Source: an optimization exercise on an open RTL-to-GDS flow (aim: small area, a short achievable clock period and few clock cycles per item). Production flows keep margins and buffers that such runs may drop. RTL that was checked went through simulation tests only; none was proved equivalent to the original.

==> 08-28: inputs <==
## initialization
module initialization(
    input [127:0] key,
    input [127:0] nonce,
    input clk,
    input rst,
    input start,
    output reg finish,
    output reg [319:0] state
 );
   localparam [63:0] IV = 64'h00001000808c0001;
   reg        busy;
   reg [3:0]  rnd;
   reg        last;    
   wire [127:0] kx = last ? key : 128'd0;
   wire [319:0] nxt;
   Perm P(.S(state), .rnd(rnd), .k3(kx[127:64]), .k4(kx[63:0]), .S_out(nxt));
   always @(posedge clk) begin
      if (rst) begin
         busy   <= 1'b0;
         finish <= 1'b0;
      end else if (start && !busy) begin
         busy   <= 1'b1;
         finish <= 1'b0;
      end else if (busy && last) begin
         busy   <= 1'b0;
         finish <= 1'b1;
      end
   end
   always @(posedge clk) begin
      if (busy) begin
         state <= nxt;
         rnd   <= rnd + 4'd1;
         last  <= (rnd == 4'd10);
      end else if (start) begin
         state <= {IV, key, nonce};
         rnd   <= 4'd0;
         last  <= 1'b0;
      end
   end
endmodule
==> module sbox, before the edit <==
module sbox(
    input  [63:0] x0, x1, x2, x3, x4,
    output [63:0] n0, n1, n2, n3, n4,
    output [63:0] l0, l1, l2, l3, l4
    );
    assign n0 = x1 & ~(x4 ^ x2 ^ x0);
    assign l0 = x3 ^ x2 ^ x0;
    assign n1 = (x1 ^ x2) | (x2 ^ x3);
    assign l1 = x4 ^ x0;
    assign n2 = x4 & ~x3;
    assign l2 = ~(x2 ^ x1);
    assign n3 = (x4 ^ x3) & ~x0;
    assign l3 = x2 ^ x1 ^ x0;
    assign n4 = x1 & ~(x4 ^ x0);
    assign l4 = x4 ^ x3;
endmodule
==> module linear_sub, before the edit <==
module linear_sub(
    input  [63:0] n0, n1, n2, n3, n4,
    input  [63:0] l0, l1, l2, l3, l4,
    input  [63:0] k3, k4,
    output [63:0] o0, o1, o2, o3, o4
    );
    function [63:0] ror(input [63:0] x, input integer n);
        ror = (x >> n) | (x << (64 - n));
    endfunction
    function [63:0] sig(input [63:0] x, input integer a, input integer b);
        sig = x ^ ror(x, a) ^ ror(x, b);
    endfunction
    assign o0 = sig(n0, 19, 28) ^ sig(l0, 19, 28);
    assign o1 = sig(n1, 61, 39) ^ sig(l1, 61, 39);
    assign o2 = sig(n2, 1, 6)   ^ sig(l2, 1, 6);
    assign o3 = sig(n3, 10, 17) ^ (sig(l3, 10, 17) ^ k3);
    assign o4 = sig(n4, 7, 41)  ^ (sig(l4, 7, 41) ^ k4);
endmodule
==> module RND_Const, before the edit <==
module RND_Const(
    input  [63:0] x2_in,
    input  [3:0]  rnd,
    output [63:0] x2_out
);
    wire [3:0] hi = 4'd15 - rnd;
    assign x2_out = x2_in ^ {56'd0, hi, rnd};
endmodule
==> module Perm, before the edit <==
module Perm(
    input  [319:0] S,
    input  [3:0]   rnd,
    input  [63:0]  k3, k4,
    output [319:0] S_out
    );
    wire [63:0] x0, x1, x2, x3, x4;
    assign {x0, x1, x2, x3, x4} = S;
    wire [63:0] c2;
    RND_Const L1(.x2_in(x2), .rnd(rnd), .x2_out(c2));
    wire [63:0] n0, n1, n2, n3, n4, l0, l1, l2, l3, l4;
    sbox L2(.x0(x0), .x1(x1), .x2(c2), .x3(x3), .x4(x4),
            .n0(n0), .n1(n1), .n2(n2), .n3(n3), .n4(n4),
            .l0(l0), .l1(l1), .l2(l2), .l3(l3), .l4(l4));
    linear_sub L3(.n0(n0), .n1(n1), .n2(n2), .n3(n3), .n4(n4),
            .l0(l0), .l1(l1), .l2(l2), .l3(l3), .l4(l4), .k3(k3), .k4(k4),
            .o0(S_out[319:256]), .o1(S_out[255:192]), .o2(S_out[191:128]),
            .o3(S_out[127:64]), .o4(S_out[63:0]));
endmodule
==> module initialization, before the edit <==
module initialization(
    input [127:0] key,
    input [127:0] nonce,
    input clk,
    input rst,
    input start,
    output reg finish,
    output reg [319:0] state
 );
   localparam [63:0] IV = 64'h00001000808c0001;
   reg        busy;
   reg [3:0]  rnd;
   reg        last;    
   wire [127:0] kx = last ? key : 128'd0;
   wire [319:0] nxt;
   Perm P(.S(state), .rnd(rnd), .k3(kx[127:64]), .k4(kx[63:0]), .S_out(nxt));
   always @(posedge clk) begin
      if (rst) begin
         busy   <= 1'b0;
         finish <= 1'b0;
      end else if (start && !busy) begin
         busy   <= 1'b1;
         finish <= 1'b0;
      end else if (busy && last) begin
         busy   <= 1'b0;
         finish <= 1'b1;
      end
   end
   always @(posedge clk) begin
      if (busy) begin
         state <= nxt;
         rnd   <= rnd + 4'd1;
         last  <= (rnd == 4'd10);
      end else if (start) begin
         state <= {IV, key, nonce};
         rnd   <= 4'd0;
         last  <= 1'b0;
      end
   end
endmodule
export LEC_CHECK = 0
export CAP_MARGIN = 20
export CORE_MARGIN = 2
export CORE_UTILIZATION = 35
export CTS_CLUSTER_DIAMETER = 80
export CTS_CLUSTER_SIZE = 40
export GPL_ROUTABILITY_DRIVEN = 0
export SETUP_SLACK_MARGIN = 2.6
export SLEW_MARGIN = 20
create_clock -name core_clock -period 5.0 [get_ports {clk}]
standard.sh (not shown) runs the stock make flow with config.mk's settings and CLKGATE_MAP_FILE= SYNTH_SCRIPT=/design/flow/synth_recipe.tcl, a recipe that flattens the netlist after the stock synthesis.
==> flow/flow/run.sh <==
#!/bin/bash
set -euo pipefail
export BUFFER_PORTS_ARGS="-buffer_cell sky130_fd_sc_hd__buf_2"
bash standard.sh > standard.log 2>&1
==> 07-13 (differences from 08-28) <==
==> flow/design.v (replaced) <==
`timescale 1ns/1ps
module sbox(
    input  [63:0] a0, a1, a2, a3, a4,
    output [63:0] sl0, sl1, sl2, sl3, sl4
    );
    wire [63:0] b0 = a0 ^ (~a1 & a2);
    wire [63:0] b1 = a1 ^ (~a2 & a3);
    wire [63:0] b2 = a2 ^ (~a3 & a4);
    wire [63:0] b3 = a3 ^ (~a4 & a0);
    wire [63:0] b4 = a4 ^ (~a0 & a1);
    assign sl0 = b0 ^ b4;
    assign sl1 = b1 ^ b0;
    assign sl2 = ~b2;
    assign sl3 = b3 ^ b2;
    assign sl4 = b4;
endmodule
`timescale 1ns / 1ps
module linear_sub(
    input  [63:0] x0, x1, x2, x3, x4,
    input  [63:0] k3, k4,
    output [63:0] o0, o1, o2, o3, o4
    );
    function [63:0] ror(input [63:0] x, input integer n);
        ror = (x >> n) | (x << (64 - n));
    endfunction
    assign o0 = (x0 ^ ror(x0, 19)) ^ ror(x0, 28);
    assign o1 = (x1 ^ ror(x1, 61)) ^ ror(x1, 39);
    assign o2 = (x2 ^ ror(x2, 1))  ^ ror(x2, 6);
    assign o3 = (x3 ^ ror(x3, 10)) ^ (ror(x3, 17) ^ k3);
    assign o4 = (x4 ^ ror(x4, 7))  ^ (ror(x4, 41) ^ k4);
endmodule
`timescale 1ns / 1ps
module RND_Const(
    input  [3:0]  rnd,
    output [63:0] rc
);
    assign rc = {56'd0, ~rnd, rnd};
endmodule
`timescale 1ns / 1ps
module Perm(
    input  [319:0] S,
    input  [3:0]   rnd,
    input          sel,
    input  [63:0]  iv,
    input  [127:0] key,
    input  [127:0] nonce,
    input  [63:0]  k3, k4,
    output [319:0] S_out
    );
    wire [63:0] x0, x1, x2, x3, x4;
    assign {x0, x1, x2, x3, x4} = S;
    wire [63:0] rc;
    RND_Const L1(.rnd(rnd), .rc(rc));
    wire [63:0] s0 = x0 ^ x4;
    wire [63:0] s2 = x2 ^ rc ^ x1;
    wire [63:0] s4 = x4 ^ x3;
    wire [63:0] i0 = iv ^ nonce[63:0];
    wire [63:0] i2 = key[63:0] ^ 64'hf0 ^ key[127:64];
    wire [63:0] i4 = nonce[63:0] ^ nonce[127:64];
    wire [63:0] a0 = sel ? s0 : i0;
    wire [63:0] a1 = sel ? x1 : key[127:64];
    wire [63:0] a2 = sel ? s2 : i2;
    wire [63:0] a3 = sel ? x3 : nonce[127:64];
    wire [63:0] a4 = sel ? s4 : i4;
    wire [63:0] b0, b1, b2, b3, b4;
    sbox L2(.a0(a0), .a1(a1), .a2(a2), .a3(a3), .a4(a4),
            .sl0(b0), .sl1(b1), .sl2(b2), .sl3(b3), .sl4(b4));
    linear_sub L3(.x0(b0), .x1(b1), .x2(b2), .x3(b3), .x4(b4), .k3(k3), .k4(k4),
            .o0(S_out[319:256]), .o1(S_out[255:192]), .o2(S_out[191:128]),
            .o3(S_out[127:64]), .o4(S_out[63:0]));
endmodule
`timescale 1ns / 1ps
module initialization(
    input [127:0] key,
    input [127:0] nonce,
    input clk,
    input rst,
    input start,
    output reg finish,
    output reg [319:0] state
 );
   localparam [63:0] IV = 64'h00001000808c0001;
   reg        busy;
   reg [3:0]  rnd;     
   reg        last;    
   wire       go = start && !busy;
   wire [127:0] kx = last ? key : 128'd0;
   wire [319:0] nxt;
   Perm P(.S(state), .rnd(rnd), .sel(busy), .iv(IV), .key(key), .nonce(nonce),
          .k3(kx[127:64]), .k4(kx[63:0]), .S_out(nxt));
   always @(posedge clk) begin
      if (rst) begin
         busy   <= 1'b0;
         finish <= 1'b0;
         rnd    <= 4'd0;
         last   <= 1'b0;
      end else if (go) begin
         busy   <= 1'b1;
         finish <= 1'b0;
         rnd    <= 4'd1;
         last   <= 1'b0;
      end else if (busy) begin
         if (last) begin
            busy   <= 1'b0;
            finish <= 1'b1;
            rnd    <= 4'd0;
            last   <= 1'b0;
         end else begin
            rnd    <= rnd + 4'd1;
            last   <= (rnd == 4'd10);
         end
      end
   end
   always @(posedge clk) begin
      if (go || busy)
         state <= nxt;
   end
endmodule
- SETUP_SLACK_MARGIN: 2.6 -> 2.5
==> 04-25 (differences from 08-28) <==
--- a/flow/design.v
+++ b/flow/design.v
@@ -7,5 +7,5 @@
     assign n0 = x1 & ~(x4 ^ x2 ^ x0);
     assign l0 = x3 ^ x2 ^ x0;
-    assign n1 = (x1 ^ x2) | (x2 ^ x3);
+    assign n1 = (x1 | x2 | x3) & ~(x1 & x2 & x3);
     assign l1 = x4 ^ x0;
     assign n2 = x4 & ~x3;
- CORE_UTILIZATION: 35 -> 55
- PLACE_DENSITY: default -> 0.65
- SETUP_SLACK_MARGIN: 2.6 -> 2.55
==> notes.md <==
Die height: 07-13 320 µm; 08-28 301 µm; 04-25 241 µm
Portion of netlist area occupied by mux cells: 07-13 6.69%; 08-28 4.98%; 04-25 8.84%
Final instance count without filler cells: 07-13 5,253; 08-28 4,623; 04-25 4,218
Initial DRT Pass Iterations: 07-13 5; 08-28 5; 04-25 12
Pre-CTS setup slack: 07-13 1190 ps; 08-28 2070 ps; 04-25 1940 ps
Class of the worst hold path: 07-13 reg2reg; 08-28 in2reg; 04-25 reg2reg
Largest net degree at the start of global routing: 07-13 54; 08-28 167; 04-25 156
Highest cell delay on the worst timing path: 07-13 370 ps; 08-28 650 ps; 04-25 670 ps
Area of all placed cells without fillers: 07-13 49,300 µm²; 08-28 40,400 µm²; 04-25 38,700 µm²
Multi-Input Combinational: 07-13 2,517; 08-28 2,172; 04-25 2,204
Status: 07-13 no timing/DRC/antenna violations; 08-28 no timing/DRC/antenna violations; 04-25 no timing/DRC/antenna violations
Post-synthesis cell area: 07-13 35,000 µm²; 08-28 30,800 µm²; 04-25 31,000 µm²
Filler cell count in the final layout: 07-13 8,596; 08-28 8,119; 04-25 4,192
Non-clock buffering overhead: 07-13 15.8%; 08-28 12.0%; 04-25 10.2%
Area enclosed by the die boundary: 07-13 103,000 µm²; 08-28 90,300 µm²; 04-25 58,200 µm²
Testbench counts of 04-25, summed over its fixed seeds: cycles 5,000, items 384.
The RTL of 08-28 and 07-13 was laid out without a check of its function.

re-timing with driven ports:
The results above use ideal ports. As a check the final layouts listed here were re-extracted and re-timed, cells and wires unchanged. Step 1 (the two cells are an assumption about what drives the block):
set clk [get_ports {clk}]
set_driving_cell -lib_cell sky130_fd_sc_hd__clkbuf_16 $clk
set_driving_cell -lib_cell sky130_fd_sc_hd__buf_2 [delete_from_list [all_inputs] $clk]
Step 2 also shifts input and output timing later by t, the mid clock arrival at the registers, as if the neighbouring blocks saw the same clock. a / b / c = ideal / step 1 / step 2; a / b = the first two.
| run | t (ns) | setup WS [ns] | pins driven straight from the clock port |
|---|---|---|---|
| 08-28 | 0.708 | 2.456 / 2.424 / 2.271 | 1 |
| 07-13 | 0.684 | 2.430 / 2.388 / 2.011 | 1 |
| 04-25 | 0.647 | 2.364 / 2.364 / 2.362 | 1 |
After both steps every run listed still meets setup and hold. For 07-13, which loses most, drivers alone change the setup slack by -0.042 ns; drivers and shift together by -0.419 ns.
